What follows belongs to an exercise in optimizing a design on an open flow for small area; a production flow would make more cautious choices.
Where RTL was checked, it was by simulation tests only, not by an equivalence proof against the original.
The RTL of runs 1 to 4 was laid out without a check of its function.
Power is estimated from default activity; no workload was simulated.

File: design.v
`timescale 1ns / 1ps
module check_receive_window (
	input clk,
	input rst_n,
	input [63:0] in_tt_data,
	input [7:0] in_tt_ctrl,
	input in_tt_wr,
	input in_buffer_rdy,
	input in_table_wr,
	input [15:0] in_port_number,
	input [15:0] in_buffer_number,
	input [63:0] in_window_start,
	input [63:0] in_window_end,
	input [63:0] in_global_time,
	input [15:0] in_flow_id,
	input in_tt_flag,
	input [15:0] in_tt_length,
	output reg out_tt_flag_clear,
	output [63:0] out_buffer_data,
	output [7:0] out_buffer_ctrl,
	output out_buffer_wr,
	output out_tt_rdy,
	output [3:0] out_switch_port,
	output [3:0] out_switch_buffer,
	output reg out_table_rdy
);
	localparam CHECK_TIME = 2'd0, WAIT_DATA = 2'd1, DROP_DATA = 2'd2, CHECK_ID = 2'd3;
	reg entry_active;           
	reg armed;                  
	reg [3:0] port_onehot;
	reg [3:0] buffer_number;
	reg [63:0] window_start;
	reg [63:0] window_end;
	reg [15:0] flow_id;
	reg [15:0] tt_length;
	reg [1:0] state2;
	reg [1:0] count;            
	reg header_ok;
	reg [63:0] word_a;          
	reg [63:0] word_b;          
	wire carry4 = window_end[3] | (window_end[2] & window_end[1]);
	wire [63:0] end_plus;
	wire [64:4] inc_c;
	assign end_plus[0] = window_end[0];
	assign end_plus[1] = ~window_end[1];
	assign end_plus[2] = window_end[2] ^ window_end[1];
	assign end_plus[3] = ~(window_end[3] ^ (window_end[2] & window_end[1]));
	genvar gi;
	generate
		for (gi = 4; gi < 64; gi = gi + 1) begin : inc
			assign end_plus[gi] = window_end[gi] ^ inc_c[gi];
			if ((gi - 4) % 8 == 7 || gi == 63) begin : last
				assign inc_c[gi + 1] = 1'b0;
			end else begin : mid
				assign inc_c[gi + 1] = window_end[gi] & inc_c[gi];
			end
		end
		for (gi = 4; gi < 64; gi = gi + 8) begin : blk
			if (gi == 4) begin : first
				assign inc_c[gi] = carry4;
			end else begin : rest
				assign inc_c[gi] = carry4 & (&window_end[gi - 1:4]);
			end
		end
	endgenerate
	wire expired, start_ok, end_ok;
	ge64 ge_exp (.a(in_global_time), .b(end_plus), .y(expired));
	ge64 ge_start (.a(word_a), .b(window_start), .y(start_ok));
	ge64 ge_end (.a(window_end), .b(word_a), .y(end_ok));
	wire time_ok = start_ok && end_ok;
	wire id_ok = word_b[63:32] == {flow_id, tt_length};
	wire ctrl_end = in_tt_ctrl == 8'h01;
	wire in_check = state2 == CHECK_TIME;
	wire in_wait = state2 == WAIT_DATA;
	wire take0 = in_check && armed && count == 2'd0 && in_tt_wr;
	wire take1 = in_check && count == 2'd1 && in_tt_wr;
	wire fwd_hdr = in_wait && (count == 2'd1 || count == 2'd2);
	wire pass = in_wait && count == 2'd3;
	always @(posedge clk or negedge rst_n) begin
		if (!rst_n) begin
			entry_active <= 1'b0;
			armed <= 1'b0;
			out_table_rdy <= 1'b0;
			out_tt_flag_clear <= 1'b0;
		end else begin
			out_table_rdy <= !entry_active && !in_table_wr;
			out_tt_flag_clear <= entry_active && expired && in_tt_flag && header_ok;
			if (!entry_active) begin
				if (in_table_wr) begin
					entry_active <= 1'b1;
					armed <= 1'b1;
				end
			end else if (expired && (!in_tt_flag || header_ok)) begin
				entry_active <= 1'b0;
			end
		end
	end
	always @(posedge clk) begin
		if (!entry_active && in_table_wr) begin
			port_onehot <= {in_port_number == 16'd4, in_port_number == 16'd3,
			                in_port_number == 16'd2, in_port_number == 16'd1};
			buffer_number <= in_buffer_number[3:0];
			window_start <= in_window_start;
			window_end <= in_window_end;
			flow_id <= in_flow_id;
			tt_length <= in_tt_length;
		end
	end
	always @(posedge clk or negedge rst_n) begin
		if (!rst_n) begin
			state2 <= CHECK_TIME;
			count <= 2'd0;
			header_ok <= 1'b0;
		end else begin
			case (state2)
			CHECK_TIME: begin
				if (count == 2'd2) begin
					count <= 2'd0;
					if (time_ok) begin
						header_ok <= 1'b1;
						state2 <= CHECK_ID;
					end else begin
						state2 <= DROP_DATA;
					end
				end else if (take0 || take1) begin
					count <= count + 2'd1;
					header_ok <= 1'b0;
				end
			end
			CHECK_ID: state2 <= id_ok ? WAIT_DATA : DROP_DATA;
			DROP_DATA: if (ctrl_end) state2 <= CHECK_TIME;
			WAIT_DATA: begin
				if (count >= 2'd2 && ctrl_end) begin
					state2 <= CHECK_TIME;
					count <= 2'd0;
				end else if (count != 2'd3) begin
					count <= count + 2'd1;
				end
			end
			endcase
		end
	end
	always @(posedge clk) begin
		if (take0 || take1) word_b <= in_tt_data;
		if (take1 || (in_wait && count == 2'd1)) word_a <= word_b;
	end
	assign out_tt_rdy = (in_check && count == 2'd0) || state2 == DROP_DATA || (pass && in_buffer_rdy);
	assign out_buffer_wr = fwd_hdr || (pass && in_tt_wr);
	assign out_buffer_data = fwd_hdr ? word_a : in_tt_data;
	assign out_buffer_ctrl = fwd_hdr ? 8'd0 : in_tt_ctrl;
	assign out_switch_port = port_onehot;
	assign out_switch_buffer = buffer_number;
endmodule
module ge64 (
	input [63:0] a,
	input [63:0] b,
	output y
);
	wire [63:0] g0 = a & ~b;
	wire [63:0] t0 = a | ~b;
	wire [31:0] g1, t1;
	wire [15:0] g2, t2;
	wire [7:0] g3, t3;
	wire [3:0] g4, t4;
	wire [1:0] g5, t5;
	genvar i;
	generate
		for (i = 0; i < 32; i = i + 1) begin : l1
			assign g1[i] = g0[2*i+1] | (t0[2*i+1] & g0[2*i]);
			assign t1[i] = t0[2*i+1] & t0[2*i];
		end
		for (i = 0; i < 16; i = i + 1) begin : l2
			assign g2[i] = g1[2*i+1] | (t1[2*i+1] & g1[2*i]);
			assign t2[i] = t1[2*i+1] & t1[2*i];
		end
		for (i = 0; i < 8; i = i + 1) begin : l3
			assign g3[i] = g2[2*i+1] | (t2[2*i+1] & g2[2*i]);
			assign t3[i] = t2[2*i+1] & t2[2*i];
		end
		for (i = 0; i < 4; i = i + 1) begin : l4
			assign g4[i] = g3[2*i+1] | (t3[2*i+1] & g3[2*i]);
			assign t4[i] = t3[2*i+1] & t3[2*i];
		end
		for (i = 0; i < 2; i = i + 1) begin : l5
			assign g5[i] = g4[2*i+1] | (t4[2*i+1] & g4[2*i]);
			assign t5[i] = t4[2*i+1] & t4[2*i];
		end
	endgenerate
	assign y = g5[1] | (t5[1] & (g5[0] | t5[0]));
endmodule
File: flow/run.sh
#!/bin/bash
# ORFS layout with an area-oriented ABC mapping, smaller port buffers and a
# leaner clock tree. Everything else is the standard flow (standard.sh).
set -euo pipefail
here=$(pwd)
# copy of the ORFS scripts with only the ABC script replaced
rm -rf "$here/orfs_scripts"
cp -r "$FLOW_HOME/scripts" "$here/orfs_scripts"
cp "$here/flow/abc.script" "$here/orfs_scripts/abc_speed.script"
export SCRIPTS_DIR="$here/orfs_scripts"
export BUFFER_PORTS_ARGS="-buffer_cell sky130_fd_sc_hd__buf_1"
export CTS_ARGS="-sink_clustering_enable -repair_clock_nets -dont_use_dummy_load -buf_list sky130_fd_sc_hd__clkbuf_8 -sink_clustering_size 16 -sink_clustering_max_diameter 80"
bash standard.sh > flow_make.log 2>&1
File: flow/abc.script
strash
dch
map -D 3000
strash
dch
map -D 3000
topo
stime -c
buffer -c
upsize -c
dnsize -c
File: standard.sh
#!/bin/bash
# synth_recipe.tcl (not shown) runs the flow's synth.tcl, then flattens the netlist and writes it again
# the make line also repeats each setting of config.mk as NAME=value (left out here)
make -C /OpenROAD-flow-scripts/flow DESIGN_CONFIG=/design/flow/config.mk WORK_HOME=/design/flow/orfs CLKGATE_MAP_FILE= SYNTH_SCRIPT=/design/flow/synth_recipe.tcl "${@:-finish}"
File: config.mk
export PLATFORM = sky130hd
export DESIGN_NAME = check_receive_window
export DESIGN_NICKNAME = check_receive_window
export VERILOG_FILES = /design/flow/design.v
export SDC_FILE = /design/flow/constraint.sdc
export NUM_CORES = 4
export LEC_CHECK = 0
export CAP_MARGIN = 20
export CORE_MARGIN = 2
export CORE_UTILIZATION = 40
export SLEW_MARGIN = 20
File: constraint.sdc
create_clock -name core_clock -period 5.0 [get_ports {clk}]
set_input_delay 1.0000 -clock core_clock [delete_from_list [all_inputs] [get_ports {clk}]]
set_output_delay 1.0000 -clock core_clock [all_outputs]
set_load 0.01 [all_outputs]
==> run summary, run 1 <==
syn_area_per_cell 11.2 um2; total number of vias around 11k; Worst VDD drop between 0.2 and 0.25 mV; Synth Area in Simple Gates 9.95%; die height 190 um; XOR/XNOR share of the synthesized area less than 1%; DR vias/cell approximately 5.3; Synth Flop Type edfxtp_1; post_cts resized 0; most frequent cells in the layout 405 x buf_1, 296 x edfxtp_1, 214 x inv_1; Pre-antenna DRT Iters 5; critical path's top delay family buffers and inverters; Layout Nets approximately 2k; post-layout util between 40% and 50%; postcts setup bufs 0; Synth Warn # 1; port bufs just over 400; share of cells above drive strength 1 around 3.3%; max incr delay on CP around 0.6 ns; max-slew violation count 0; CP max-delay cell nand2_4; Post-synth EDFFs approximately 300; Worst setup SP type flop; IO Pins approximately 420; vias in the first global route about 11k; ANT cells 0; hpwl dp ~31000 um; final setup violation count 0; grt total ovfl 0; DR WL/cell 19.2 um; Post-Syn Area ~0.014 mm2; Multi-input gate area 0.00392 mm2; WP buf/inv 3; Fillers 3265; clock skew between 0.04 and 0.05 ns; Post-Synth Adder-Cell Area approximately 1.7%; Hold Violations, Final 0; Slew headroom roughly 33%; Compound-Gate Fraction of Synth Area about 16%; later-pin clock latency in the skew report 0.56 ns; Req. time, crit path ~4.0 ns; Final min period roughly 4.1 ns; max cap viols 0; clk slew on worst S/H paths about 0.080 ns; largest family of logic cells by synthesized area compound AO/OA/AOI/OAI gates; Iteration-0 DRC Markers just under 700; register area share after synthesis 65.8%; RSZ-0062 raised after global routing false; DRT antenna net count 0; Remaining DRCs 0; Worst Tran Pin Value 1.01 ns; register area a little over 0.009 mm2; Core Area 0.0343 mm2; Final Cycle Share between 80 and 90%; Hold Crit Class input pin to async pin; fmax around 250 MHz; number of cell rows between 60 and 70; CTS root buf clkbuf_8; area grow syn2layout 17.9%; initial core utilization 40.4%; worst path arrival time between 3 and 4 ns; mux share of post-synthesis cell area 0%; Mapped Nets roughly 1.6k; CTS tree built; antenna violations before repair 1; clk sinks approximately 300; Synth Instances roughly 1.2k; H-tree lvl count 1; total CTS buffers 25; TNS Setup 0 ns; crit-path cells inv_1 -> ha_1 -> nand2_4 -> buf_4 -> nand2_1 -> o21ai_0 -> buf_1; CP endpoint kind output port; final RePlAce weighted congestion roughly 0.88; CP max FO between 80 and 90; Pleak just over 0.006 uW; cts hold-fix bufs 0; most common cell after layout, fill and taps aside buf_1; outcome no timing/DRC/antenna violations; PwrDens between 400 and 500 mW/mm2; asr flop ratio synth 2.95%; Yosys reg bits just over 300; CTS Buffer Depth 3; total track usage between 20% and 30%; kind of critical path flop to output port; largest net degree at the start of global routing between 80 and 90; die area roughly 0.036 mm2; Synth cell types 50; die extent in x ~190 um; first-pass GRT wire length between 60000 and 70000 um; DRT Wirelength approximately 41000 um
## registers in the layout (all words and copies together) (netlist names)
signal,count
out_table_rdy,1
entry_active,1
flow_id,16
out_tt_flag_clear,1
buffer_number,4
tt_length,16
count,2
word_b,64
window_end,64
word_a,64
window_start,64
header_ok,1
state2,2
port_onehot,4
armed,1
## power breakdown
| part | internal [uW] | switching [uW] |
|---|---|---|
| clock | 447 | 777 |
| sequential | 3470 | 268 |
| combinational | 652 | 1470 |
## worst paths after layout
check,slack [ns],end,cells after the start,start
worst max-delay path,0.95,out_buffer_data[59],7,count[0]$_DFFE_PN0P_
worst min-delay path,0.39,state2[0]$_DFFE_PN0P_,1,rst_n
worst max register to register,1.13,out_tt_flag_clear$_DFF_PN0_,23,window_end[1]$_DFFE_PP_
worst min register to register,0.40,word_a[8]$_DFFE_PP_,0,word_b[8]$_DFFE_PN_
max in group asynchronous,4.23,state2[1]$_DFFE_PN0P_,1,rst_n
min in group core_clock,0.40,word_a[8]$_DFFE_PP_,0,word_b[8]$_DFFE_PN_
## Yosys cell counts (11+ instances only)
master,instances,area share [%]
nor3_1,19,0.69
nor2_1,100,2.7
edfxtp_1,296,64
inv_1,214,5.8
ha_1,19,1.7
o21ai_0,111,4.0
a21oi_1,46,1.7
nand4_1,11,0.50
clkbuf_1,14,0.38
o211ai_1,11,0.60
nand3_1,22,0.79
nand2_1,163,4.4
o22ai_1,53,2.4
a22oi_1,48,2.6
a221oi_1,14,0.89
## cell families (layout without fill, tap and decap cells)
| kind of cell | after synthesis | after routing |
|---|---|---|
| AND/OR/NAND/NOR | 332 | 332 |
| buffers and inverters | 230 | 653 |
| flip-flops | 305 | 305 |
| XOR/XNOR | 10 | 10 |
| adder cells (fa/ha/maj) | 19 | 19 |
| AO/OA/AOI/OAI | 337 | 337 |
## worst reg2reg max path: stages (launching register included)
cell	delay, ns
edfxtp_1	0.47
ha_1	0.23
inv_1	0.05
ha_1	0.13
inv_1	0.04
ha_1	0.17
ha_1	0.18
ha_1	0.18
ha_1	0.18
ha_1	0.19
ha_1	0.18
ha_1	0.19
xnor2_1	0.19
nor2_1	0.06
inv_1	0.07
o21ai_0	0.07
a21oi_1	0.10
o21ai_0	0.10
a31oi_1	0.22
o21ai_0	0.16
o2111a_1	0.19
o2111ai_1	0.26
nand3_1	0.11
nor2_1	0.09
## area by class of cell
type                    count  area share, %
well taps                 455           3.48
clock buffers              25           2.11
flip-flops and latches    305           55.8
multi-input cells         698           24.0
repair buffers            412           9.70
inverters                 216           4.96
## layer usage
layer	GRT usage [%]	vias up	wire, um
li1	-	5287	-
met1	28.4	5230	17000
met2	38.0	548	19300
met3	3.87	62	3390
met4	4.86	2	840
met5	0	-	13
## metrics by stage
| step | setup WS [ns] | cell area, um2 | hold slack, ns | std cells | power [uW] |
|---|---|---|---|---|---|
| finish | 0.948 | 16300 | 0.390 | 2111 | 7090 |
| global route | 0.645 | 16300 | 0.408 | 2111 | 7550 |
| CTS | 0.848 | 16300 | 0.346 | 2111 | 7180 |
| detailed placement | 1.12 | 16000 | 0.405 | 2086 | 5950 |
| global placement | 1.18 | 16000 | 0.401 | 2086 | 5880 |
| floorplan | 0.109 | 13900 | 0.400 | 1233 | 5100 |
==> run 2: changes to the inputs <==
--- a/design.v
+++ b/design.v
@@ -49,13 +49,13 @@
 	generate
 		for (gi = 4; gi < 64; gi = gi + 1) begin : inc
 			assign end_plus[gi] = window_end[gi] ^ inc_c[gi];
-			if ((gi - 4) % 8 == 7 || gi == 63) begin : last
+			if ((gi - 4) % 12 == 11 || gi == 63) begin : last
 				assign inc_c[gi + 1] = 1'b0;
 			end else begin : mid
 				assign inc_c[gi + 1] = window_end[gi] & inc_c[gi];
 			end
 		end
-		for (gi = 4; gi < 64; gi = gi + 8) begin : blk
+		for (gi = 4; gi < 64; gi = gi + 12) begin : blk
 			if (gi == 4) begin : first
 				assign inc_c[gi] = carry4;
 			end else begin : rest
==> run 2 against run 1 <==
Effect of this change:
- still clean
- fmax down 7.4%
- critical path depth up 18
- largest power group unchanged
- design area about the same
- cell count is 0.99% lower
- first-iteration DRC count increased by 9.2%
- via count fell by 1.8%
- clock power about the same
- die area is essentially flat
- flip-flop and latch count unchanged
==> run summary, run 2 <==
vias in the first global route 10.6k (-3.0%); antenna violations before repair 4 (+3); most common cell after layout, fill and taps aside buf_1; final RePlAce weighted congestion 0.875 (-0.90%); total number of vias 10.9k (-1.8%); Post-synth EDFFs 296 (unchanged); hpwl dp 30600 um (-2.2%); largest net degree at the start of global routing 112 (+32%); grt total ovfl 0 (unchanged); cell taking the most area after synthesis edfxtp_1; CTS tree built; Final Cycle Share 87.6% (+6.5 points); asr flop ratio synth 2.95% (unchanged); share of cells above drive strength 1 4.77% (+1.5 points); area grow syn2layout 18.0% (about the same); Iteration-0 DRC Markers 739 (+9.2%); die area 0.0361 mm2 (about the same); postcts setup bufs 0 (unchanged); later-pin clock latency in the skew report 0.58 ns (+0.02 ns); H-tree lvl count 1 (unchanged); port bufs 405 (unchanged); Pleak 0.00606 uW (-0.81%); Synth Instances 1211 (-1.8%); die extent in x 190 um (about the same); Final min period 4.38 ns (+0.326 ns); most frequent cells after synthesis 296 x edfxtp_1, 172 x inv_1, 167 x nand2_1; final setup violation count 0 (unchanged); Remaining DRCs 0 (unchanged); DR WL/cell 19.0 um (-0.90%); RSZ-0062 raised after global routing false; CTS root buf clkbuf_8; most frequent cells in the layout 405 x buf_1, 296 x edfxtp_1, 172 x inv_1; Synth cell types 57 (+14%); Core Area 0.0343 mm2 (unchanged); reg-to-reg slack, setup 0.62 ns (-0.51 ns); Slew headroom 34.9% (+2.1 points); Worst Reg-to-Reg Cells 25 (+8.7%); syn_area_per_cell 11.4 um2 (+1.8%); Hold Crit Class input pin to async pin; r2r startpoint window_end[1]$_DFFE_PP_; Hold Violations, Final 0 (unchanged); clk sinks 305 (unchanged); clock skew 0.0449 ns (+0.00297 ns); Synth Flop Type edfxtp_1; Synth Warn # 1 (unchanged); Non-Filler Instances 2090 (-0.99%); initial core utilization 40.4% (about the same); Post-Syn Area 0.0138 mm2 (about the same); Power Total 7010 uW (-1.1%); Pre-antenna DRT Iters 5 (unchanged); post_cts resized 0 (unchanged); outcome no timing/DRC/antenna violations; total track usage 21.3% (-0.51 points); kind of critical path flop to flop; CP max FO 5 (-94%); cts hold-fix bufs 0 (unchanged); synth top area cells edfxtp_1 64%, inv_1 4.7%, nand2_1 4.5%; DRT antenna net count 0 (unchanged); count leader, synth edfxtp_1; PwrDens 429 mW/mm2 (-1.1%); first-pass GRT wire length 58300 um (-2.9%); die height 190 um (about the same); clk slew on worst S/H paths 0.10 ns (+0.02 ns); Worst Tran Pin Value 0.953 ns (-0.0562 ns); worst path arrival time 4.84 ns (+1.79 ns); register area share after synthesis 65.8% (about the same); Layout Nets 1993 (-0.90%); Worst VDD drop 0.247 mV (+6.4%); IO Pins 418 (unchanged); DR vias/cell 5.23 (-0.84%); max-slew violation count 0 (unchanged); CP endpoint kind flop; Yosys reg bits 305 (unchanged); Cells after DPL 2064 (-1.1%); fmax 228 MHz (-7.4%); max cap viols 0 (unchanged); Worst setup SP type flop; DRT Wirelength 39700 um (-1.9%); Mapped Nets 1568 (-1.1%); number of cell rows 68 (unchanged); CTS Buffer Depth 3 (unchanged); Synth top area share 64.2% (about the same); total CTS buffers 25 (unchanged); Req. time, crit path 5.47 ns (+1.47 ns); TNS Setup 0 ns (unchanged); RR Endpoint entry_active$_DFF_PN0_
-- run 2: cell types whose count changed after synthesis, moves of 5 or more --
cell	change
a221oi_1	-7
inv_1	-42
inv_2	+23
nor2_1	-7
o21ai_0	-22
o21ai_1	+10
o221ai_1	+11
o22ai_1	-10
xnor2_1	-5
xor2_1	+9
-- run 2: routing by layer --
layer	part of all wire, %	wire length [um]	GRT usage, %
met5	0.10	40	0
met4	3.4	1360	7.16
met3	8.4	3340	4.32
met2	47	18700	36.4
met1	41	16300	27.0
-- run 2: worst max path at each step --
stage,from,end,slack [ns],cells past startpoint
finish,window_end[1]$_DFFE_PP_,entry_active$_DFF_PN0_,0.62,25
global route,window_end[1]$_DFFE_PP_,entry_active$_DFF_PN0_,0.19,25
CTS,window_end[1]$_DFFE_PP_,entry_active$_DFF_PN0_,0.57,25
detailed placement,window_end[1]$_DFFE_PP_,entry_active$_DFF_PN0_,0.59,25
global placement,window_end[1]$_DFFE_PP_,entry_active$_DFF_PN0_,0.68,25
floorplan,in_tt_wr,count[0]$_DFFE_PN0P_,0.20,6
-- run 2: layout make-up --
cell class,instances,area [um2]
Antenna cell,1,2.50
Clock buffer,25,344
Fill cell,3252,17900
Inverter,199,748
Multi-Input combinational cell,693,3970
Sequential cell,305,9110
Tap cell,455,569
Timing Repair Buffer,412,1600
-- run 2: cell families after synthesis --
family / synth area share (%)
adder cells (fa/ha/maj): 2.08
AO/OA/AOI/OAI: 15.5
buffers and inverters: 5.78
flip-flops: 65.8
AND/OR/NAND/NOR: 9.92
XOR/XNOR: 0.885
-- run 2: critical path: stages (launching register included) --
cell and delay, ns:
edfxtp_1 0.47, ha_1 0.23, inv_1 0.05, ha_1 0.12
inv_1 0.04, ha_1 0.16, ha_1 0.18, ha_1 0.18
ha_1 0.17, ha_1 0.18, ha_1 0.19, ha_1 0.18
ha_1 0.24, ha_1 0.21, ha_1 0.18, ha_1 0.18
xnor2_1 0.18, nor2_1 0.08, a21oi_1 0.16, o211ai_1 0.11
nor2_1 0.12, o2111ai_1 0.20, a21oi_1 0.19, o21ai_1 0.09
a21oi_1 0.12, nor2_1 0.05
-- run 2: metrics by stage --
step	utilization, %	hold slack (ns)	setup slack (ns)	instance area, um2
3_5_place_dp	46.7	0.405	0.590	16000
6_report	47.7	0.357	0.622	16300
2_1_floorplan	-	0.400	0.196	13900
3_3_place_gp	46.7	0.400	0.683	16000
5_1_grt	47.7	0.352	0.188	16300
4_1_cts	47.7	0.327	0.566	16300
-- run 2: where the power goes --
group / switching, uW / internal [uW] / total (uW)
registers: 260 / 3450 / 3710
logic: 1410 / 649 / 2060
clock network: 793 / 447 / 1240
==> run 3: changes to the inputs <==
--- a/design.v
+++ b/design.v
@@ -65,8 +65,8 @@
 	endgenerate
 	wire expired, start_ok, end_ok;
 	ge64 ge_exp (.a(in_global_time), .b(end_plus), .y(expired));
-	ge64 ge_start (.a(word_a), .b(window_start), .y(start_ok));
-	ge64 ge_end (.a(window_end), .b(word_a), .y(end_ok));
+	gerip64 ge_start (.a(word_a), .b(window_start), .y(start_ok));
+	gerip64 ge_end (.a(window_end), .b(word_a), .y(end_ok));
 	wire time_ok = start_ok && end_ok;
 	wire id_ok = word_b[63:32] == {flow_id, tt_length};
 	wire ctrl_end = in_tt_ctrl == 8'h01;
@@ -188,3 +188,18 @@
 	endgenerate
 	assign y = g5[1] | (t5[1] & (g5[0] | t5[0]));
 endmodule
+module gerip64 (
+	input [63:0] a,
+	input [63:0] b,
+	output y
+);
+	wire [64:0] c;
+	assign c[0] = 1'b1;
+	genvar i;
+	generate
+		for (i = 0; i < 64; i = i + 1) begin : r
+			assign c[i + 1] = (a[i] & ~b[i]) | ((a[i] | ~b[i]) & c[i]);
+		end
+	endgenerate
+	assign y = c[64];
+endmodule
==> run 3 against run 2 <==
Effect of this change:
- the layout now fails its checks (negative setup slack)
- via count shrank 4.2%
- register-to-register slack lost 1.3 ns
- sequential power shrank 1%
- first-iteration DRC count shrank 8.8%
- sequential share of layout area grew 0.35 points
- largest cell class unchanged
==> run summary, run 3 <==
final instance area 0.0162 mm2 (-0.63%); DRT Wirelength 37800 um (-5.0%); register area share after synthesis 67.2% (+1.4 points); Synth Flop Type edfxtp_1; most frequent cells after synthesis 296 x edfxtp_1, 174 x inv_1, 148 x nand2_1; switch share 34.3% (-0.89 points); largest net degree at the start of global routing 97 (-13%); IO Pins 418 (unchanged); hold slack 0.365 ns (+0.00756 ns); CTS tree built; Post-Syn Area 0.0136 mm2 (-2.1%); antenna violations before repair 8 (+4); Yosys reg bits 305 (unchanged); Pre-antenna DRT Iters 5 (unchanged); most common cell after layout, fill and taps aside buf_1; cell taking the most area after synthesis edfxtp_1; Fillers 3146 (-3.3%); Slew headroom 42.2% (+7.3 points); Power Total 6830 uW (-2.6%); Worst Tran Pin Value 0.867 ns (-0.0855 ns); final setup violation count 2 (+2); CTS Buffer Depth 3 (unchanged); Clk network pwr share 17.4% (-0.3 points); reg-to-reg slack, setup -0.66 ns (-1.29 ns); Final Cycle Share 113% (+26 points); clock skew 0.0455 ns (+0.000650 ns); initial core utilization 40.5% (+0.16 points); Hold Violations, Final 0 (unchanged); die area 0.0354 mm2 (-2.0%); grt total ovfl 0 (unchanged); Synth Warn # 1 (unchanged); max cap viols 0 (unchanged); cell mode on critical path a21oi_1; DR vias/cell 5.12 (-2.0%); PwrDens 421 mW/mm2 (-1.9%); r2r startpoint window_end[2]$_DFFE_PP_; total track usage 20.6% (-0.71 points); number of cell rows 67 (-1.5%); Remaining DRCs 0 (unchanged); Pleak 0.00598 uW (-1.4%); Iteration-0 DRC Markers 674 (-8.8%); Core Area 0.0334 mm2 (-2.4%); kind of critical path flop to flop; Worst setup SP type flop; later-pin clock latency in the skew report 0.57 ns (about the same); Net Switching 2340 uW (-5.0%); critical path's top delay family compound AO/OA/AOI/OAI gates; Worst VDD drop 0.217 mV (-12%); most frequent cells in the layout 405 x buf_1, 296 x edfxtp_1, 171 x inv_1; H-tree lvl count 1 (unchanged); Layout Check Fails negative setup slack; Synth top area share 65.5% (+1.4 points); RR Endpoint state2[0]$_DFFE_PN0P_; CP max-delay cell edfxtp_1; first-pass GRT wire length 56100 um (-3.8%); final RePlAce weighted congestion 0.901 (+3.0%); Place WS -0.773 ns (-1.36 ns); total CTS buffers 23 (-8.0%); count leader, synth edfxtp_1; asr flop ratio synth 2.95% (unchanged); Synth Instances 1152 (-4.9%); Synth cell types 47 (-18%); CP endpoint kind flop; part of the power in registers 53.8% (+0.9 points); syn_area_per_cell 11.8 um2 (+2.9%); port bufs 405 (unchanged); die height 188 um (-1.0%); max incr delay on CP 0.43 ns (-0.04 ns); RSZ-0062 raised after global routing true; cts hold-fix bufs 0 (unchanged); clk sinks 305 (unchanged); Comb power frac 28.9% (-0.5 points); synth top area cells edfxtp_1 66%, inv_1 4.8%, nand2_1 4.1%; CTS root buf clkbuf_8; fmax 177 MHz (-23%); Final min period 5.66 ns (+1.29 ns); area grow syn2layout 19.8%; max-slew violation count 0 (unchanged); worst path arrival time 6.13 ns (+1.29 ns); hpwl dp 28800 um (-6.2%); die extent in x 188 um (-1.0%); WP buf/inv 0 (-2); placed inst area 0.0158 mm2 (-1.3%); share of cells above drive strength 1 6.86% (+2.1 points); Worst Reg-to-Reg Cells 42 (+68%); Layout Nets 1947 (-2.3%); Mapped Nets 1509 (-3.8%); clk slew on worst S/H paths 0.10 ns (about the same); DRT antenna net count 0 (unchanged); CP max FO 3 (-2); vias in the first global route 10.4k (-2.1%); Req. time, crit path 5.46 ns (about the same); Hold Crit Class input pin to async pin; final setup margin -0.665 ns (-1.29 ns); total number of vias 10.5k (-4.2%); Post-synth EDFFs 296 (unchanged); outcome failed layout checks; DR WL/cell 18.5 um (-2.9%); Int Power 4490 uW (-1.2%)
## run 3: cell count changes after synthesis, sizes merged, moves of 9 or more
cell	previous run	this run
a21oi	44	56
inv	196	187
nand2	167	149
nand3	25	13
nor2	94	60
o211ai	13	4
o21ai	100	110
o221ai	21	12
o22ai	43	79
xor2	10	1
## run 3: worst register-to-register path, delay by kind of cell (launching register included)
family	cells	cell delay, ns
AND/OR/NAND/NOR	1	0.08
AO/OA/AOI/OAI	41	5.07
flip-flops	1	0.43
## run 3: worst max-delay path by stage
stage,from,slack (ns),endpoint,depth (start not counted)
after CTS,word_a[1]$_DFFE_PP_,-0.72,header_ok$_DFFE_PN0P_,42
after global placement,window_end[2]$_DFFE_PP_,-0.64,state2[0]$_DFFE_PN0P_,42
after detailed placement,window_end[3]$_DFFE_PP_,-0.77,state2[0]$_DFFE_PN0P_,43
after global routing,word_a[1]$_DFFE_PP_,-1.16,header_ok$_DFFE_PN0P_,42
final,window_end[2]$_DFFE_PP_,-0.66,state2[0]$_DFFE_PN0P_,42
after floorplan,in_tt_wr,0.29,word_a[0]$_DFFE_PP_,2
## run 3: metal layers
layer | track usage, % | vias up | wire length (um)
li1 | - | 5070 | -
met1 | 26.6 | 4973 | 16000
met2 | 34.8 | 366 | 18100
met3 | 3.89 | 61 | 2510
met4 | 6.97 | 2 | 1140
met5 | 0 | - | 13
## run 3: area by class of cell
| cell class | instances | area (um2) | share of cell area, % |
|---|---|---|---|
| Antenna cell | 9 | 22.5 | 0.139 |
| Clock buffer | 23 | 317 | 1.95 |
| Inverter | 195 | 736 | 4.53 |
| Tap cell | 448 | 561 | 3.45 |
| Timing Repair Buffer | 427 | 1700 | 10.5 |
| Multi-Input combinational cell | 638 | 3800 | 23.4 |
| Sequential cell | 305 | 9110 | 56.1 |
## run 3: metrics by stage
stage | util, % | setup TNS (ns) | instances
floorplan | - | 0 | 1152
global placement | 47.2 | -1.26 | 2013
detailed placement | 47.2 | -1.52 | 2013
CTS | 48.2 | -1.43 | 2036
global route | 48.5 | -2.33 | 2039
finish | 48.6 | -1.25 | 2045
## run 3: power by group through the flow
stage               Sequential [uW]  Combinational [uW]  Clock, uW
CTS                            3680                1960       1240
detailed placement             3730                1940          0
global route                   3720                2210       1310
finish                         3670                1970       1190
global placement               3720                1920          0
floorplan                      3690                1220          0
## run 3: logic make-up (layout without fill, tap and decap cells)
kind of cell | Yosys count | count (layout) | share of synthesized area (%)
buffers and inverters | 209 | 645 | 5.80
other | 0 | 9 | 0
and+or+nand+nor | 257 | 257 | 7.81
AOI/OAI and AO/OA | 351 | 351 | 16.6
adders and majority gates | 23 | 23 | 2.12
xor gates and xnor gates | 7 | 7 | 0.452
DFF | 305 | 305 | 67.2
## run 3: what timing repair did
item	4_1_cts	5_1_grt
setup endpoints to repair	3	4
setup buffers	0	0
resized for setup	4	21
hold endpoints to repair	0	0
pin swaps	0	4
==> run 4: changes to the inputs <==
--- a/design.v
+++ b/design.v
@@ -40,7 +40,7 @@
 	reg [63:0] word_b;          
 	wire carry4 = window_end[3] | (window_end[2] & window_end[1]);
 	wire [63:0] end_plus;
-	wire [64:4] inc_c;
+	wire [63:4] inc_c;
 	assign end_plus[0] = window_end[0];
 	assign end_plus[1] = ~window_end[1];
 	assign end_plus[2] = window_end[2] ^ window_end[1];
@@ -49,17 +49,12 @@
 	generate
 		for (gi = 4; gi < 64; gi = gi + 1) begin : inc
 			assign end_plus[gi] = window_end[gi] ^ inc_c[gi];
-			if ((gi - 4) % 12 == 11 || gi == 63) begin : last
-				assign inc_c[gi + 1] = 1'b0;
-			end else begin : mid
-				assign inc_c[gi + 1] = window_end[gi] & inc_c[gi];
-			end
-		end
-		for (gi = 4; gi < 64; gi = gi + 12) begin : blk
 			if (gi == 4) begin : first
 				assign inc_c[gi] = carry4;
-			end else begin : rest
+			end else if ((gi - 4) % 8 == 0) begin : blk
 				assign inc_c[gi] = carry4 & (&window_end[gi - 1:4]);
+			end else begin : mid
+				assign inc_c[gi] = window_end[gi - 1] & inc_c[gi - 1];
 			end
 		end
 	endgenerate
==> run 4 against run 3 <==
Effect of this change:
- the layout still fails its checks (negative setup slack)
- die area up 5.5%
- highest routed layer is now met4
- cell count up 7.7%
- register-to-register slack worse by 0.098 ns
- flip-flop and latch count unchanged
- via count up 6.7%
- largest cell class unchanged
- combinational power up 16%
- fmax down 1.7%
- area after synthesis up 5.6%
- synthesized cell count up 10%
- worst hold slack better by 0.011 ns
- global-route usage about the same
- clock power up 5%
==> run summary, run 4 <==
largest net degree at the start of global routing 170 (+75%); DR WL/cell 18.4 um (-0.27%); grt total ovfl 0 (unchanged); Hold Violations, Final 0 (unchanged); Yosys reg bits 305 (unchanged); Hold Crit Class input pin to async pin; Fillers 3310 (+5.2%); H-tree lvl count 1 (unchanged); total track usage 20.6% (about the same); final setup margin -0.763 ns (-0.0981 ns); Top Usage Layer GRT met2; clk sinks 305 (unchanged); clk slew on worst S/H paths 0.09 ns (about the same); hold slack 0.375 ns (+0.0106 ns); Worst Tran Pin Value 1.02 ns (+0.150 ns); syn_area_per_cell 11.3 um2 (-4.2%); Core Area 0.0354 mm2 (+5.8%); initial core utilization 40.5% (-0.075 points); Mapped Nets 1668 (+11%); max incr delay on CP 0.42 ns (about the same); clock skew 0.0370 ns (-0.00855 ns); reg-to-reg slack, setup -0.76 ns (-0.10 ns); CTS Buffer Depth 3 (unchanged); cell mode on critical path a21oi_1; Worst setup SP type flop; Post-synth EDFFs 296 (unchanged); register area 0.00911 mm2 (unchanged); hpwl dp 30100 um (+4.7%); max-slew violation count 0 (unchanged); share of cells above drive strength 1 10.8% (+3.9 points); Place WS -0.907 ns (-0.135 ns); CP max FO 3 (unchanged); count leader, synth edfxtp_1; register area share after synthesis 63.6% (-3.6 points); PwrDens 405 mW/mm2 (-3.6%); RSZ-0062 raised after global routing true; asr flop ratio synth 2.95% (unchanged); most frequent cells in the layout 405 x buf_1, 296 x edfxtp_1, 210 x inv_1; antenna violations before repair 11 (+3); die extent in x 193 um (+2.7%); final instance area 0.0178 mm2 (+9.4%); cell taking the most area after synthesis edfxtp_1; first-pass GRT wire length 59900 um (+6.9%); Synth Flop Type edfxtp_1; Iteration-0 DRC Markers 648 (-3.9%); Synth cell types 43 (-8.5%); kind of critical path flop to flop; RR Endpoint state2[0]$_DFFE_PN0P_; Layout Nets 2130 (+9.4%); met2 usage 34.1% (-0.76 points); fmax 174 MHz (-1.7%); CTS root buf clkbuf_8; Multi-input gate area 0.00502 mm2 (+32%); CP max-delay cell edfxtp_1; area grow syn2layout 24.0%; total number of vias 11.2k (+6.7%); Remaining DRCs 0 (unchanged); Power Total 7200 uW (+5.4%); final setup violation count 2 (unchanged); die area 0.0373 mm2 (+5.5%); max cap viols 0 (unchanged); grt met3 use 2.91% (-0.98 points); Synth Instances 1270 (+10%); Worst Reg-to-Reg Cells 43 (+2.4%); Req. time, crit path 5.50 ns (+0.04 ns); DR vias/cell 5.07 (-0.93%); Synth Warn # 1 (unchanged); port bufs 405 (unchanged); Pre-antenna DRT Iters 5 (unchanged); DRT Wirelength 40600 um (+7.4%); placed inst area 0.0167 mm2 (+5.9%); most frequent cells after synthesis 296 x edfxtp_1, 213 x inv_1, 196 x nand2_1; worst path arrival time 6.26 ns (+0.13 ns); synth top area cells edfxtp_1 62%, ha_1 5.6%, inv_1 5.6%; total CTS buffers 25 (+8.7%); Final Cycle Share 115% (+2.0 points); Synth top area share 62.0% (-3.5 points); number of cell rows 69 (+3.0%); Post-Syn Area 0.0143 mm2 (+5.6%); Final min period 5.76 ns (+0.0981 ns); die height 193 um (+2.7%); later-pin clock latency in the skew report 0.57 ns (about the same); r2r startpoint word_a[2]$_DFFE_PP_; CP endpoint kind flop; Pleak 0.00676 uW (+13%); vias in the first global route 11.1k (+6.9%); Layout Check Fails negative setup slack; Worst VDD drop 0.760 mV (+250%); most common cell after layout, fill and taps aside buf_1; outcome failed layout checks; CTS tree built; Slew headroom 32.2% (-10 points); DRT antenna net count 0 (unchanged); IO Pins 418 (unchanged); grt met1 use 27.5% (+0.96 points); final RePlAce weighted congestion 0.895 (-0.68%)
==> run 4: changes by cell type in the layout (fill, tap and decap cells not counted), moves of 7 or more <==
cell      change
a22oi_1      -16
buf_4        +19
clkinv_1      -8
ha_2         +22
ha_4         +21
inv_1        +39
inv_2        -10
nand2_1      +45
nand4_1       +7
nor2_1       -10
o221ai_2      -7
o22ai_1      +11
xor2_1        +8
==> run 4: repair_timing <==
item / 4_1_cts / 5_1_grt
buffers inserted: 1 / 5
endpoints found under the setup margin: 4 / 4
resized for setup: 44 / 97
pin swaps: 19 / 43
cloned: 0 / 0
hold buffers: 0 / 0
==> run 4: critical path, delay by kind of cell, from the launching register on <==
family	cells	cell delay [ns]
compound gates	42	5.09
flops	1	0.42
buf+inv	1	0.17
==> run 4: per-layer routing <==
metal	share of wire [%]	up-vias
met5	0	-
met4	3.0	0
met3	5.2	59
met2	49	384
met1	43	5255
li1	-	5473
==> run 4: worst max path at each step <==
| stage | slack, ns | to | depth (start not counted) | startpoint |
|---|---|---|---|---|
| CTS | -0.84 | state2[0]$_DFFE_PN0P_ | 44 | word_a[3]$_DFFE_PP_ |
| floorplan | 0.29 | word_a[0]$_DFFE_PP_ | 2 | in_tt_wr |
| global route | -1.38 | state2[0]$_DFFE_PN0P_ | 43 | word_a[2]$_DFFE_PP_ |
| finish | -0.76 | state2[0]$_DFFE_PN0P_ | 43 | word_a[2]$_DFFE_PP_ |
| detailed placement | -0.91 | state2[0]$_DFFE_PN0P_ | 45 | word_a[3]$_DFFE_PP_ |
| global placement | -0.85 | state2[0]$_DFFE_PN0P_ | 45 | word_a[1]$_DFFE_PP_ |
==> run 4: cell type report <==
type | instances | share of cell area, %
Sequential cell | 305 | 51.3
Multi-Input combinational cell | 736 | 28.3
Timing Repair Buffer | 449 | 10.5
Inverter | 215 | 4.55
Tap cell | 461 | 3.25
Clock buffer | 25 | 1.94
Antenna cell | 11 | 0.155
==> run 4: logic make-up after synthesis <==
family	Yosys count	share of synthesized area, %
fa+ha+maj	64	5.59
flops	305	63.6
xor+xnor	22	1.35
compound gates	337	14.4
simple gates	313	9.06
buf+inv	229	6.00
==> run 4: metrics by stage <==
stage | util, % | std cells | TNS [ns]
floorplan | - | 1270 | 0
global placement | 47.2 | 2164 | -2.90
detailed placement | 47.2 | 2164 | -2.98
CTS | 48.8 | 2188 | -1.84
global route | 50.2 | 2202 | -2.85
finish | 50.2 | 2202 | -1.52
==> run 4: report_power, final <==
| part | switching, uW | internal (uW) | total, uW | leakage, uW |
|---|---|---|---|---|
| clock | 805 | 448 | 1250 | 0.000180 |
| sequential | 266 | 3400 | 3670 | 0.00284 |
| combinational | 1510 | 772 | 2280 | 0.00374 |
==> run 5: changes to the inputs <==
--- a/design.v
+++ b/design.v
@@ -60,8 +60,8 @@
 	endgenerate
 	wire expired, start_ok, end_ok;
 	ge64 ge_exp (.a(in_global_time), .b(end_plus), .y(expired));
-	gerip64 ge_start (.a(word_a), .b(window_start), .y(start_ok));
-	gerip64 ge_end (.a(window_end), .b(word_a), .y(end_ok));
+	ge64 ge_start (.a(word_a), .b(window_start), .y(start_ok));
+	ge64 ge_end (.a(window_end), .b(word_a), .y(end_ok));
 	wire time_ok = start_ok && end_ok;
 	wire id_ok = word_b[63:32] == {flow_id, tt_length};
 	wire ctrl_end = in_tt_ctrl == 8'h01;
@@ -183,18 +183,3 @@
 	endgenerate
 	assign y = g5[1] | (t5[1] & (g5[0] | t5[0]));
 endmodule
-module gerip64 (
-	input [63:0] a,
-	input [63:0] b,
-	output y
-);
-	wire [64:0] c;
-	assign c[0] = 1'b1;
-	genvar i;
-	generate
-		for (i = 0; i < 64; i = i + 1) begin : r
-			assign c[i + 1] = (a[i] & ~b[i]) | ((a[i] | ~b[i]) & c[i]);
-		end
-	endgenerate
-	assign y = c[64];
-endmodule
==> run 5 against run 4 <==
Effect of this change:
- the run now finishes clean
- register-to-register slack improved by 1.2 ns
- design area decreased by 3.3%
- routed wire length increased by 5.2%
- clock-buffer cell count decreased by 1
- first-iteration DRC count increased by 14%
- largest cell class unchanged
==> run summary, run 5 <==
Post-Synth Adder-Cell Area 5.58% (-0.011 points); CP max FO 3 (unchanged); count leader, synth edfxtp_1; max cap viols 0 (unchanged); Non-Filler Instances 2186 (-0.73%); area grow syn2layout 18.3%; Synth Flop Type edfxtp_1; TNS Setup 0 ns (+1.52 ns); max-slew violation count 0 (unchanged); mux share of post-synthesis cell area 0% (unchanged); antenna violations before repair 5 (-6); Remaining DRCs 0 (unchanged); Synth Warn # 1 (unchanged); post-layout util 48.2% (-2.0 points); syn_area_per_cell 11.3 um2 (+0.35%); cell taking the most area after synthesis edfxtp_1; Req. time, crit path 5.49 ns (about the same); CP endpoint kind flop; die height 195 um (+0.71%); Worst VDD drop 0.242 mV (-68%); clk sinks 305 (unchanged); largest family of logic cells by synthesized area compound AO/OA/AOI/OAI gates; register area share after synthesis 62.7% (-0.91 points); Hold Violations, Final 0 (unchanged); Final Cycle Share 90.3% (-25 points); most common cell after layout, fill and taps aside buf_1; Pleak 0.00654 uW (-3.3%); CTS root buf clkbuf_8; Worst Tran Pin Value 1.09 ns (+0.0691 ns); Slew headroom 27.4% (-4.8 points); Post-Syn Area 0.0145 mm2 (+1.5%); final setup violation count 0 (-2); Synth top area share 61.2% (-0.89 points); Final min period 4.52 ns (-1.25 ns); Synth cell types 54 (+26%); IO Pins 418 (unchanged); die area 0.0379 mm2 (+1.4%); Power Total 7070 uW (-1.8%); CTS tree built; RSZ-0062 raised after global routing false; worst path arrival time 5.00 ns (-1.26 ns); WP buf/inv 7 (+6); Mapped Nets 1682 (+0.84%); final RePlAce weighted congestion 0.899 (+0.44%); CP max-delay cell edfxtp_1; total track usage 21.7% (+1.1 points); PwrDens 411 mW/mm2 (+1.5%); DR vias/cell 5.27 (+3.8%); Layout Nets 2119 (-0.52%); asr flop ratio synth 2.95% (unchanged); grt total ovfl 0 (unchanged); die extent in x 195 um (+0.71%); share of cells above drive strength 1 4.48% (-6.3 points); kind of critical path flop to flop; Synth Instances 1284 (+1.1%); Synth Area in Simple Gates 10.4% (+1.3 points); H-tree lvl count 1 (unchanged); Compound-Gate Fraction of Synth Area 14.7% (+0.34 points); vias in the first global route 11.3k (+2.0%); cts hold-fix bufs 0 (unchanged); hpwl dp 32700 um (+8.5%); critical path's top delay family adder cells; later-pin clock latency in the skew report 0.59 ns (+0.02 ns); DRT antenna net count 0 (unchanged); fmax 221 MHz (+28%); clock skew 0.0357 ns (-0.00133 ns); max incr delay on CP 0.40 ns (-0.02 ns); port bufs 405 (unchanged); met2 usage 37.2% (+3.1 points); Hold Crit Class input pin to async pin; synth top area cells edfxtp_1 61%, ha_1 5.5%, inv_1 4.8%; number of cell rows 69 (unchanged); initial core utilization 40.8% (+0.29 points); grt met1 use 28.1% (+0.54 points); total CTS buffers 24 (-4.0%); Yosys reg bits 305 (unchanged); clk slew on worst S/H paths 0.11 ns (+0.02 ns); largest net degree at the start of global routing 97 (-43%); Worst setup SP type flop; Core Area 0.0357 mm2 (+0.73%); CTS Buffer Depth 3 (unchanged); Pre-antenna DRT Iters 5 (unchanged); Cells after DPL 2151 (-0.60%); Iteration-0 DRC Markers 740 (+14%); cell mode on critical path ha_1; DR WL/cell 19.5 um (+6.0%); Post-synth EDFFs 296 (unchanged); Top Usage Layer GRT met2; outcome no timing/DRC/antenna violations; XOR/XNOR share of the synthesized area 1.33% (-0.019 points); grt met3 use 3.40% (+0.49 points); most frequent cells in the layout 405 x buf_1, 296 x edfxtp_1, 183 x inv_1; first-pass GRT wire length 62900 um (+5.0%); most frequent cells after synthesis 296 x edfxtp_1, 184 x inv_1, 179 x nand2_1; DRT Wirelength 42700 um (+5.2%); total number of vias 11.5k (+3.1%)
## run 5: timing repair
item | in CTS | in global routing
resized for setup | 0 | 12
endpoints found under the hold margin | 0 | 0
setup endpoints to repair | 0 | 2
setup buffers | 0 | 5
## run 5: layout make-up
| type | instances | area [um2] |
|---|---|---|
| Inverter | 190 | 714 |
| Clock buffer | 24 | 330 |
| Sequential cell | 305 | 9110 |
| Antenna cell | 6 | 15.0 |
| Fill cell | 3374 | 18500 |
| Timing Repair Buffer | 425 | 1700 |
| Multi-Input combinational cell | 775 | 4740 |
| Tap cell | 461 | 577 |
## run 5: logic make-up after synthesis
logic type,after synthesis
fa+ha+maj,65
flops,305
buf+inv,204
xor+xnor,22
simple gates,359
compound gates,329
## run 5: worst reg2reg max path, delay by kind of cell (launching register included)
kind	cells	cell delay, ns
simple gates	9	1.19
fa+ha+maj	9	1.33
xor+xnor	1	0.14
buf+inv	7	0.77
flops	1	0.40
compound gates	4	0.60
## run 5: report_power, final
part           switching [uW]  internal [uW]
Combinational            1490            692
Sequential                262           3400
Clock                     798            430
Total                    2550           4520
## run 5: worst paths after layout
| kind | from | endpoint | slack [ns] | cells after the start |
|---|---|---|---|---|
| max in group asynchronous | rst_n | header_ok$_DFFE_PN0P_ | 4.27 | 1 |
| max | window_end[2]$_DFFE_PP_ | entry_active$_DFF_PN0_ | 0.48 | 30 |
| min in group core_clock | word_b[19]$_DFFE_PN_ | word_a[19]$_DFFE_PP_ | 0.42 | 0 |
| max reg2reg | window_end[2]$_DFFE_PP_ | entry_active$_DFF_PN0_ | 0.48 | 30 |
| min reg2reg | word_b[19]$_DFFE_PN_ | word_a[19]$_DFFE_PP_ | 0.42 | 0 |
| min | rst_n | armed$_DFFE_PN0P_ | 0.36 | 1 |
## run 5: metrics by stage
stage                     worst slack [ns]  instance area, um2  hold slack [ns]
after floorplan                      0.290               14500            0.400
after global placement               0.213               16700            0.400
after detailed placement             0.101               16700            0.405
after CTS                           0.0608               17100            0.336
after global routing                0.0253               17200            0.374
final                                0.483               17200            0.360
## run 5: routing by layer
layer	share of wire, %	up-vias
li1	-	5565
met1	43	5480
met3	6.0	58
met2	48	413
met5	0	-
met4	2.9	0
==> run 6: changes to the inputs <==
--- a/design.v
+++ b/design.v
@@ -24,7 +24,15 @@
 	output [3:0] out_switch_buffer,
 	output reg out_table_rdy
 );
-	localparam CHECK_TIME = 2'd0, WAIT_DATA = 2'd1, DROP_DATA = 2'd2, CHECK_ID = 2'd3;
+	localparam [3:0] CT0 = 4'b0000;    
+	localparam [3:0] CT1 = 4'b0001;    
+	localparam [3:0] CT2 = 4'b0011;    
+	localparam [3:0] CID = 4'b0111;    
+	localparam [3:0] DROP = 4'b0100;   
+	localparam [3:0] WD0 = 4'b0110;    
+	localparam [3:0] WD1 = 4'b1110;    
+	localparam [3:0] WD2 = 4'b1010;    
+	localparam [3:0] WD3 = 4'b0010;    
 	reg entry_active;           
 	reg armed;                  
 	reg [3:0] port_onehot;
@@ -33,8 +41,7 @@
 	reg [63:0] window_end;
 	reg [15:0] flow_id;
 	reg [15:0] tt_length;
-	reg [1:0] state2;
-	reg [1:0] count;            
+	reg [3:0] pstate;
 	reg header_ok;
 	reg [63:0] word_a;          
 	reg [63:0] word_b;          
@@ -65,12 +72,10 @@
 	wire time_ok = start_ok && end_ok;
 	wire id_ok = word_b[63:32] == {flow_id, tt_length};
 	wire ctrl_end = in_tt_ctrl == 8'h01;
-	wire in_check = state2 == CHECK_TIME;
-	wire in_wait = state2 == WAIT_DATA;
-	wire take0 = in_check && armed && count == 2'd0 && in_tt_wr;
-	wire take1 = in_check && count == 2'd1 && in_tt_wr;
-	wire fwd_hdr = in_wait && (count == 2'd1 || count == 2'd2);
-	wire pass = in_wait && count == 2'd3;
+	wire take0 = pstate == CT0 && armed && in_tt_wr;
+	wire take1 = pstate == CT1 && in_tt_wr;
+	wire fwd_hdr = pstate[3];
+	wire pass = pstate == WD3;
 	always @(posedge clk or negedge rst_n) begin
 		if (!rst_n) begin
 			entry_active <= 1'b0;
@@ -103,43 +108,39 @@
 	end
 	always @(posedge clk or negedge rst_n) begin
 		if (!rst_n) begin
-			state2 <= CHECK_TIME;
-			count <= 2'd0;
+			pstate <= CT0;
 			header_ok <= 1'b0;
 		end else begin
-			case (state2)
-			CHECK_TIME: begin
-				if (count == 2'd2) begin
-					count <= 2'd0;
-					if (time_ok) begin
-						header_ok <= 1'b1;
-						state2 <= CHECK_ID;
-					end else begin
-						state2 <= DROP_DATA;
-					end
-				end else if (take0 || take1) begin
-					count <= count + 2'd1;
-					header_ok <= 1'b0;
-				end
+			case (pstate)
+			CT0: if (take0) begin
+				pstate <= CT1;
+				header_ok <= 1'b0;
 			end
-			CHECK_ID: state2 <= id_ok ? WAIT_DATA : DROP_DATA;
-			DROP_DATA: if (ctrl_end) state2 <= CHECK_TIME;
-			WAIT_DATA: begin
-				if (count >= 2'd2 && ctrl_end) begin
-					state2 <= CHECK_TIME;
-					count <= 2'd0;
-				end else if (count != 2'd3) begin
-					count <= count + 2'd1;
-				end
+			CT1: if (in_tt_wr) begin
+				pstate <= CT2;
+				header_ok <= 1'b0;
 			end
+			CT2: if (time_ok) begin
+				pstate <= CID;
+				header_ok <= 1'b1;
+			end else begin
+				pstate <= DROP;
+			end
+			CID: pstate <= id_ok ? WD0 : DROP;
+			DROP: if (ctrl_end) pstate <= CT0;
+			WD0: pstate <= WD1;
+			WD1: pstate <= WD2;
+			WD2: pstate <= ctrl_end ? CT0 : WD3;
+			WD3: if (ctrl_end) pstate <= CT0;
+			default: pstate <= CT0;
 			endcase
 		end
 	end
 	always @(posedge clk) begin
 		if (take0 || take1) word_b <= in_tt_data;
-		if (take1 || (in_wait && count == 2'd1)) word_a <= word_b;
+		if (take1 || pstate == WD1) word_a <= word_b;
 	end
-	assign out_tt_rdy = (in_check && count == 2'd0) || state2 == DROP_DATA || (pass && in_buffer_rdy);
+	assign out_tt_rdy = pstate == CT0 || pstate == DROP || (pass && in_buffer_rdy);
 	assign out_buffer_wr = fwd_hdr || (pass && in_tt_wr);
 	assign out_buffer_data = fwd_hdr ? word_a : in_tt_data;
 	assign out_buffer_ctrl = fwd_hdr ? 8'd0 : in_tt_ctrl;
==> run 6 against run 5 <==
Effect of this change:
- worst hold slack lost 0.013 ns
- routed wire length shrank 0.75%
- first-iteration DRC count shrank 5.3%
- sequential share of layout area grew 0.27 points
- still clean on timing, DRC and antenna
- clock power is essentially flat
- flip-flop and latch count is the same
- non-clock buffer count shrank 3
- utilization shrank 0.10 points
- register-to-register slack lost 0.09 ns
- highest routed layer is now met5
- area after synthesis shrank 0.67%
- via count shrank 0.23%
==> run summary, run 6 <==
vias in the first global route 11.1k (-1.8%); kind of critical path flop to flop; Yosys reg bits 305 (unchanged); count leader, synth edfxtp_1; grt total ovfl 0 (unchanged); die height 194 um (-0.33%); Hold Crit Class input pin to async pin; Final Cycle Share 92.2% (+1.8 points); IO Pins 418 (unchanged); total track usage 21.7% (about the same); clock skew 0.0271 ns (-0.00860 ns); worst path arrival time 5.09 ns (+0.09 ns); Fillers 3381 (+0.21%); CP max FO 4 (+1); final setup violation count 0 (unchanged); largest net degree at the start of global routing 76 (-22%); DRT antenna net count 0 (unchanged); Worst setup SP type flop; Top Layer Used met5; Worst Tran Pin Value 1.05 ns (-0.0369 ns); RR Endpoint entry_active$_DFF_PN0_; final RePlAce weighted congestion 0.876 (-2.6%); Synth Warn # 1 (unchanged); Place WS -0.0611 ns (-0.162 ns); Pre-antenna DRT Iters 6 (+1); Worst VDD drop 0.364 mV (+50%); crit-path cells nand4_1 -> or4_4 -> nor4_2 -> buf_4 -> inv_1 -> nor3_4 -> ha_1 -> ha_1 -> ha_1 -> ha_1 -> ha_1 -> ha_1 -> ha_1 -> xnor2_1 -> o21a_1 -> nand2_1 -> a2111oi_4 -> nand2_1 -> nor4_2 -> buf_4 -> o21ai_1 -> a21oi_1 -> nor2_1; register area share after synthesis 63.1% (+0.42 points); Synth cell types 56 (+3.7%); total CTS buffers 25 (+4.2%); clk slew on worst S/H paths 0.10 ns (about the same); Slew headroom 30.0% (+2.6 points); H-tree lvl count 1 (unchanged); Synth top area share 61.6% (+0.41 points); Synth Flop Type edfxtp_1; final setup margin 0.391 ns (-0.0921 ns); wl on met1 17600 um (-3.3%); Core Area 0.0356 mm2 (-0.24%); DR vias/cell 5.28 (+0.32%); Post-synth EDFFs 296 (unchanged); later-pin clock latency in the skew report 0.59 ns (about the same); die extent in x 194 um (-0.33%); DRT Wirelength 42300 um (-0.75%); Multi-input gate area 0.00463 mm2 (-2.3%); hpwl dp 32500 um (-0.53%); initial core utilization 40.6% (-0.18 points); max incr delay on CP 0.57 ns (+0.17 ns); number of cell rows 69 (unchanged); Synth Instances 1275 (-0.70%); Clk network pwr share 17.3% (about the same); met2 WL 20100 um (-3.0%); critical path's top delay family simple AND/OR/NAND/NOR gates; cell mode on critical path ha_1; cell count along the critical path 23 (-23%); PwrDens 423 mW/mm2 (+2.9%); Worst Reg-to-Reg Cells 23 (-23%); synth top area cells edfxtp_1 62%, inv_1 5.0%, ha_1 4.7%; Post-Syn Area 0.0144 mm2 (-0.67%); Iteration-0 DRC Markers 701 (-5.3%); Req. time, crit path 5.48 ns (about the same); WP buf/inv 3 (-4); CP endpoint kind flop; Mapped Nets 1663 (-1.1%); Hold Violations, Final 0 (unchanged); cell taking the most area after synthesis edfxtp_1; Remaining DRCs 0 (unchanged); port bufs 405 (unchanged); antenna violations before repair 10 (+5); register area 0.00912 mm2 (about the same); most frequent cells after synthesis 296 x edfxtp_1, 192 x inv_1, 144 x nor2_1; syn_area_per_cell 11.3 um2 (about the same); most common cell after layout, fill and taps aside buf_1; met3 WL 2970 um (+16%); Pleak 0.00643 uW (-1.7%); die area 0.0376 mm2 (-0.66%); most frequent cells in the layout 405 x buf_1, 296 x edfxtp_1, 192 x inv_1; max-slew violation count 0 (unchanged); fmax 217 MHz (-2.0%); Layout Nets 2097 (-1.0%); CTS root buf clkbuf_8; reg-to-reg slack, setup 0.39 ns (-0.09 ns); total number of vias 11.5k (-0.23%); clk sinks 305 (unchanged); switch share 34.9% (-1.1 points); outcome no timing/DRC/antenna violations; CTS tree built; placed inst area 0.0166 mm2 (-0.83%); share of cells above drive strength 1 4.34% (-0.14 points); CTS Buffer Depth 3 (unchanged); r2r startpoint window_end[5]$_DFFE_PP_; Net Switching 2530 uW (-0.83%); area grow syn2layout 18.5%; first-pass GRT wire length 62200 um (-1.2%); Int Power 4710 uW (+4.2%); Final min period 4.61 ns (+0.0921 ns); Comb power frac 28.7% (-2.1 points); part of the power in registers 53.9% (+2.1 points); max cap viols 0 (unchanged); CP max-delay cell or4_4; DR WL/cell 19.5 um (-0.21%); asr flop ratio synth 2.95% (unchanged); final instance area 0.0171 mm2 (-0.46%)
[run 6: cell type report]
class / instances / share of cell area, %
antenna: 6 / 0.0878
sequential: 305 / 53.3
timing repair buffer: 422 / 9.92
inverter: 193 / 4.23
multi-input combinational: 762 / 27.1
tap: 461 / 3.37
clock buffer: 25 / 2.01
[run 6: worst register-to-register path: stages, from the launching register on]
cell and delay, ns:
edfxtp_1 0.43, nand4_1 0.16, or4_4 0.57, nor4_2 0.22, buf_4 0.16, inv_1 0.08
nor3_4 0.20, ha_1 0.22, ha_1 0.16, ha_1 0.15, ha_1 0.17, ha_1 0.15
ha_1 0.14, ha_1 0.15, xnor2_1 0.15, o21a_1 0.16, nand2_1 0.13, a2111oi_4 0.24
nand2_1 0.14, nor4_2 0.29, buf_4 0.15, o21ai_1 0.07, a21oi_1 0.13, nor2_1 0.05
[run 6: worst max path at each step]
stage	slack (ns)	from	end
4_1_cts	0.03	window_end[1]$_DFFE_PP_	entry_active$_DFF_PN0_
6_report	0.39	window_end[5]$_DFFE_PP_	entry_active$_DFF_PN0_
3_5_place_dp	-0.06	window_end[1]$_DFFE_PP_	entry_active$_DFF_PN0_
5_1_grt	-0.002	window_end[13]$_DFFE_PP_	entry_active$_DFF_PN0_
2_1_floorplan	0.59	in_tt_wr	word_b[0]$_DFFE_PP_
3_3_place_gp	0.24	window_end[1]$_DFFE_PP_	entry_active$_DFF_PN0_
[run 6: stage by stage]
stage	TNS [ns]	instances	power (uW)	hold WS [ns]	util, %
2_1_floorplan	0	1275	5200	0.400	-
3_3_place_gp	0	2134	5970	0.401	46.7
3_5_place_dp	-0.0611	2134	6030	0.405	46.7
4_1_cts	0	2159	7300	0.311	47.7
5_1_grt	-0.00165	2174	7660	0.351	48.1
6_report	0	2174	7240	0.347	48.1
[run 6: layer usage]
layer  vias up  global-route usage [%]
met5         -                       0
met4         8                    8.84
met3        84                    4.19
met2       449                    35.5
met1      5458                    28.4
li1       5490                       -
[run 6: logic make-up after synthesis]
group,synth area share [%]
AO/OA/AOI/OAI,14.1
XOR/XNOR,2.06
adder cells (fa/ha/maj),4.68
buffers and inverters,5.41
flip-flops,63.1
AND/OR/NAND/NOR,10.6
[run 6: power by group through the flow]
stage | Combinational (uW) | Sequential, uW | Clock [uW]
6_report | 2080 | 3900 | 1260
5_1_grt | 2320 | 3970 | 1370
4_1_cts | 2080 | 3900 | 1310
3_5_place_dp | 2080 | 3960 | 0
3_3_place_gp | 2040 | 3940 | 0
2_1_floorplan | 1310 | 3890 | 0
[run 6: repair_timing]
| item | 4_1_cts | 5_1_grt |
|---|---|---|
| hold buffers | 0 | 0 |
| endpoints found under the setup margin | 2 | 2 |
| buffers inserted | 0 | 8 |
| resized for setup | 3 | 7 |
| pin swaps | 0 | 7 |
==> run 7: changes to the inputs <==
--- a/config.mk
+++ b/config.mk
@@ -5,7 +5,7 @@
 export SDC_FILE = /design/flow/constraint.sdc
 export NUM_CORES = 4
 export LEC_CHECK = 0
-export CAP_MARGIN = 20
+export CAP_MARGIN = 0
 export CORE_MARGIN = 2
 export CORE_UTILIZATION = 40
-export SLEW_MARGIN = 20
+export SLEW_MARGIN = 0
==> run 7 against run 6 <==
Effect of this change:
- still clean
- clock power is essentially flat
- clock skew grew 0.0018 ns
- total power is essentially flat
- critical path type unchanged
- largest power group unchanged
- highest routed layer unchanged
==> run summary, run 7 <==
outcome no timing/DRC/antenna violations; fmax 217 MHz (+0.12%); share of cells above drive strength 1 4.28% (-0.056 points); final setup violation count 0 (unchanged); worst path arrival time 5.08 ns (about the same); most frequent cells in the layout 405 x buf_1, 296 x edfxtp_1, 192 x inv_1; Synth Instances 1275 (unchanged); Final min period 4.60 ns (-0.00531 ns); TNS Setup 0 ns (unchanged); max cap viols 0 (unchanged); synth top area cells edfxtp_1 62%, inv_1 5.0%, ha_1 4.7%; initial core utilization 40.6% (unchanged); Req. time, crit path 5.48 ns (about the same); Remaining DRCs 0 (unchanged); most common cell after layout, fill and taps aside buf_1; total number of vias 11.5k (-0.34%); die area 0.0376 mm2 (unchanged); syn_area_per_cell 11.3 um2 (unchanged); area grow syn2layout 18.4%; Worst setup SP type flop; Core Area 0.0356 mm2 (unchanged); placed inst area 0.0166 mm2 (unchanged); most frequent cells after synthesis 296 x edfxtp_1, 192 x inv_1, 144 x nor2_1; Final Cycle Share 92.1% (-0.11 points); total track usage 21.7% (unchanged); Synth cell types 56 (unchanged); CP endpoint kind flop; count leader, synth edfxtp_1; die extent in x 194 um (unchanged); Post-synth EDFFs 296 (unchanged); kind of critical path flop to flop; cell taking the most area after synthesis edfxtp_1; CTS tree built; total CTS buffers 25 (unchanged); Synth Flop Type edfxtp_1; port bufs 405 (unchanged); max-slew violation count 0 (unchanged); Yosys reg bits 305 (unchanged); switch share 35.0% (+0.048 points); register area share after synthesis 63.1% (unchanged); PwrDens 423 mW/mm2 (about the same); die height 194 um (unchanged); clk sinks 305 (unchanged); vias in the first global route 11.1k (unchanged); Worst Tran Pin Value 1.08 ns (+0.0313 ns); Synth top area share 61.6% (unchanged); asr flop ratio synth 2.95% (unchanged); Mapped Nets 1663 (unchanged); cts hold-fix bufs 0 (unchanged); grt total ovfl 0 (unchanged); IO Pins 418 (unchanged); Clk network pwr share 17.4% (about the same); Hold Violations, Final 0 (unchanged); part of the power in registers 54.0% (about the same); CTS root buf clkbuf_8; number of cell rows 69 (unchanged); later-pin clock latency in the skew report 0.59 ns (about the same); Synth Warn # 1 (unchanged); Net Switching 2530 uW (about the same); Layout Nets 2096 (-0.048%); Hold Crit Class input pin to async pin; largest net degree at the start of global routing 76 (unchanged); clock skew 0.0288 ns (+0.00178 ns); antenna violations before repair 10 (unchanged); Iteration-0 DRC Markers 717 (+2.3%); clk slew on worst S/H paths 0.10 ns (about the same); DR WL/cell 19.5 um (about the same); Pre-antenna DRT Iters 5 (-1); Comb power frac 28.6% (about the same); Pleak 0.00642 uW (-0.13%); Worst Reg-to-Reg Cells 23 (unchanged); Post-Syn Area 0.0144 mm2 (unchanged); CTS Buffer Depth 3 (unchanged); final RePlAce weighted congestion 0.876 (unchanged); DR vias/cell 5.27 (-0.29%); Worst VDD drop 0.365 mV (+0.30%); final instance area 0.0171 mm2 (-0.12%); H-tree lvl count 1 (unchanged); first-pass GRT wire length 62200 um (unchanged); CP max FO 4 (unchanged); DRT Wirelength 42300 um (about the same); Slew headroom 27.8% (-2.3 points); Int Power 4700 uW (-0.14%); DRT antenna net count 0 (unchanged); hpwl dp 32500 um (unchanged)
[run 7: cell counts after synthesis]
Identical to the previous run, type by type.
[run 7: area by class of cell]
cell class | instances | area (um2)
Clock buffer | 25 | 344
Antenna cell | 6 | 15.0
Multi-Input combinational cell | 762 | 4630
Inverter | 193 | 724
Sequential cell | 305 | 9120
Timing Repair Buffer | 421 | 1680
Tap cell | 461 | 577
Fill cell | 3383 | 18500
[run 7: worst max-delay path: stages (launching register included)]
cell	delay [ns]
edfxtp_1	0.43
nand4_1	0.16
or4_4	0.57
nor4_2	0.22
buf_4	0.16
inv_1	0.08
nor3_4	0.20
nor3b_2	0.22
ha_1	0.19
ha_1	0.17
ha_1	0.16
xnor2_1	0.14
nor2_1	0.09
a221oi_2	0.20
nand2_1	0.13
nor3_2	0.11
nand2_1	0.15
a2111oi_4	0.25
nand2_1	0.15
nor4_2	0.29
buf_4	0.15
o21ai_1	0.07
a21oi_1	0.13
nor2_1	0.05
[run 7: cell families after synthesis]
| group | after synthesis | share of synthesized area (%) |
|---|---|---|
| and+or+nand+nor | 359 | 10.6 |
| AOI/OAI and AO/OA | 315 | 14.1 |
| DFF | 305 | 63.1 |
| buffers and inverters | 208 | 5.41 |
| adders and majority gates | 54 | 4.68 |
| xor gates and xnor gates | 34 | 2.06 |
[run 7: worst paths after layout]
| kind | startpoint | end | slack (ns) |
|---|---|---|---|
| max | window_end[5]$_DFFE_PP_ | entry_active$_DFF_PN0_ | 0.40 |
| min | rst_n | pstate[2]$_DFFE_PN0P_ | 0.34 |
| max reg2reg | window_end[5]$_DFFE_PP_ | entry_active$_DFF_PN0_ | 0.40 |
| min reg2reg | word_b[20]$_DFFE_PP_ | word_a[20]$_DFFE_PP_ | 0.42 |
| max in group asynchronous | rst_n | pstate[3]$_DFFE_PN0P_ | 4.25 |
| min in group core_clock | word_b[20]$_DFFE_PP_ | word_a[20]$_DFFE_PP_ | 0.42 |
[run 7: what timing repair did]
action,CTS,global route
resized for setup,3,7
buffers inserted,0,8
endpoints found under the setup margin,2,2
pin swaps,0,7
[run 7: metrics by stage]
stage	std cells	utilization (%)	setup WS [ns]	power [uW]	hold WS, ns
4_1_cts	2159	47.7	0.0276	7300	0.311
5_1_grt	2173	48.0	-0.00165	7660	0.351
3_3_place_gp	2134	46.7	0.236	5970	0.401
3_5_place_dp	2134	46.7	-0.0611	6030	0.405
6_report	2173	48.0	0.396	7230	0.345
2_1_floorplan	1275	-	0.587	5200	0.400
[run 7: power groups by stage]
stage | Clock, uW | Combinational [uW] | Sequential [uW]
CTS | 1310 | 2080 | 3900
detailed placement | 0 | 2080 | 3960
global placement | 0 | 2040 | 3940
floorplan | 0 | 1310 | 3890
global route | 1370 | 2310 | 3970
finish | 1260 | 2070 | 3910
[run 7: routing by layer]
metal,GRT usage [%],share of wire (%),up-vias
met3,4.19,6.7,82
li1,-,-,5484
met2,35.5,48,445
met5,0,0.13,-
met1,28.4,42,5431
met4,8.84,3.9,8

[static timing again, ports no longer ideal]
How much do the figures lean on ideal ports? The routed layouts below were timed once more, with nothing changed but the port constraints.
Step 1, drivers: a clkbuf_16 drives clk and a buf_2 each remaining input, both assumed.
Step 2, shift: input delay + t, output delay - t, t = (earliest + latest rising clock arrival at the registers) / 2. This alone moves slack from input paths to output paths.
Slacks: ideal ports / drivers / drivers and shift; pairs: ideal ports / drivers.
run	shift t [ns]	setup slack, ns
run 1	0.598	0.948 / 0.901 / 1.135
run 2	0.606	0.622 / 0.622 / 0.622
run 3	0.596	-0.665 / -0.665 / -0.665
run 4	0.597	-0.763 / -0.763 / -0.763
run 5	0.617	0.483 / 0.483 / 0.483
run 6	0.627	0.391 / 0.391 / 0.391
run 7	0.626	0.396 / 0.396 / 0.396
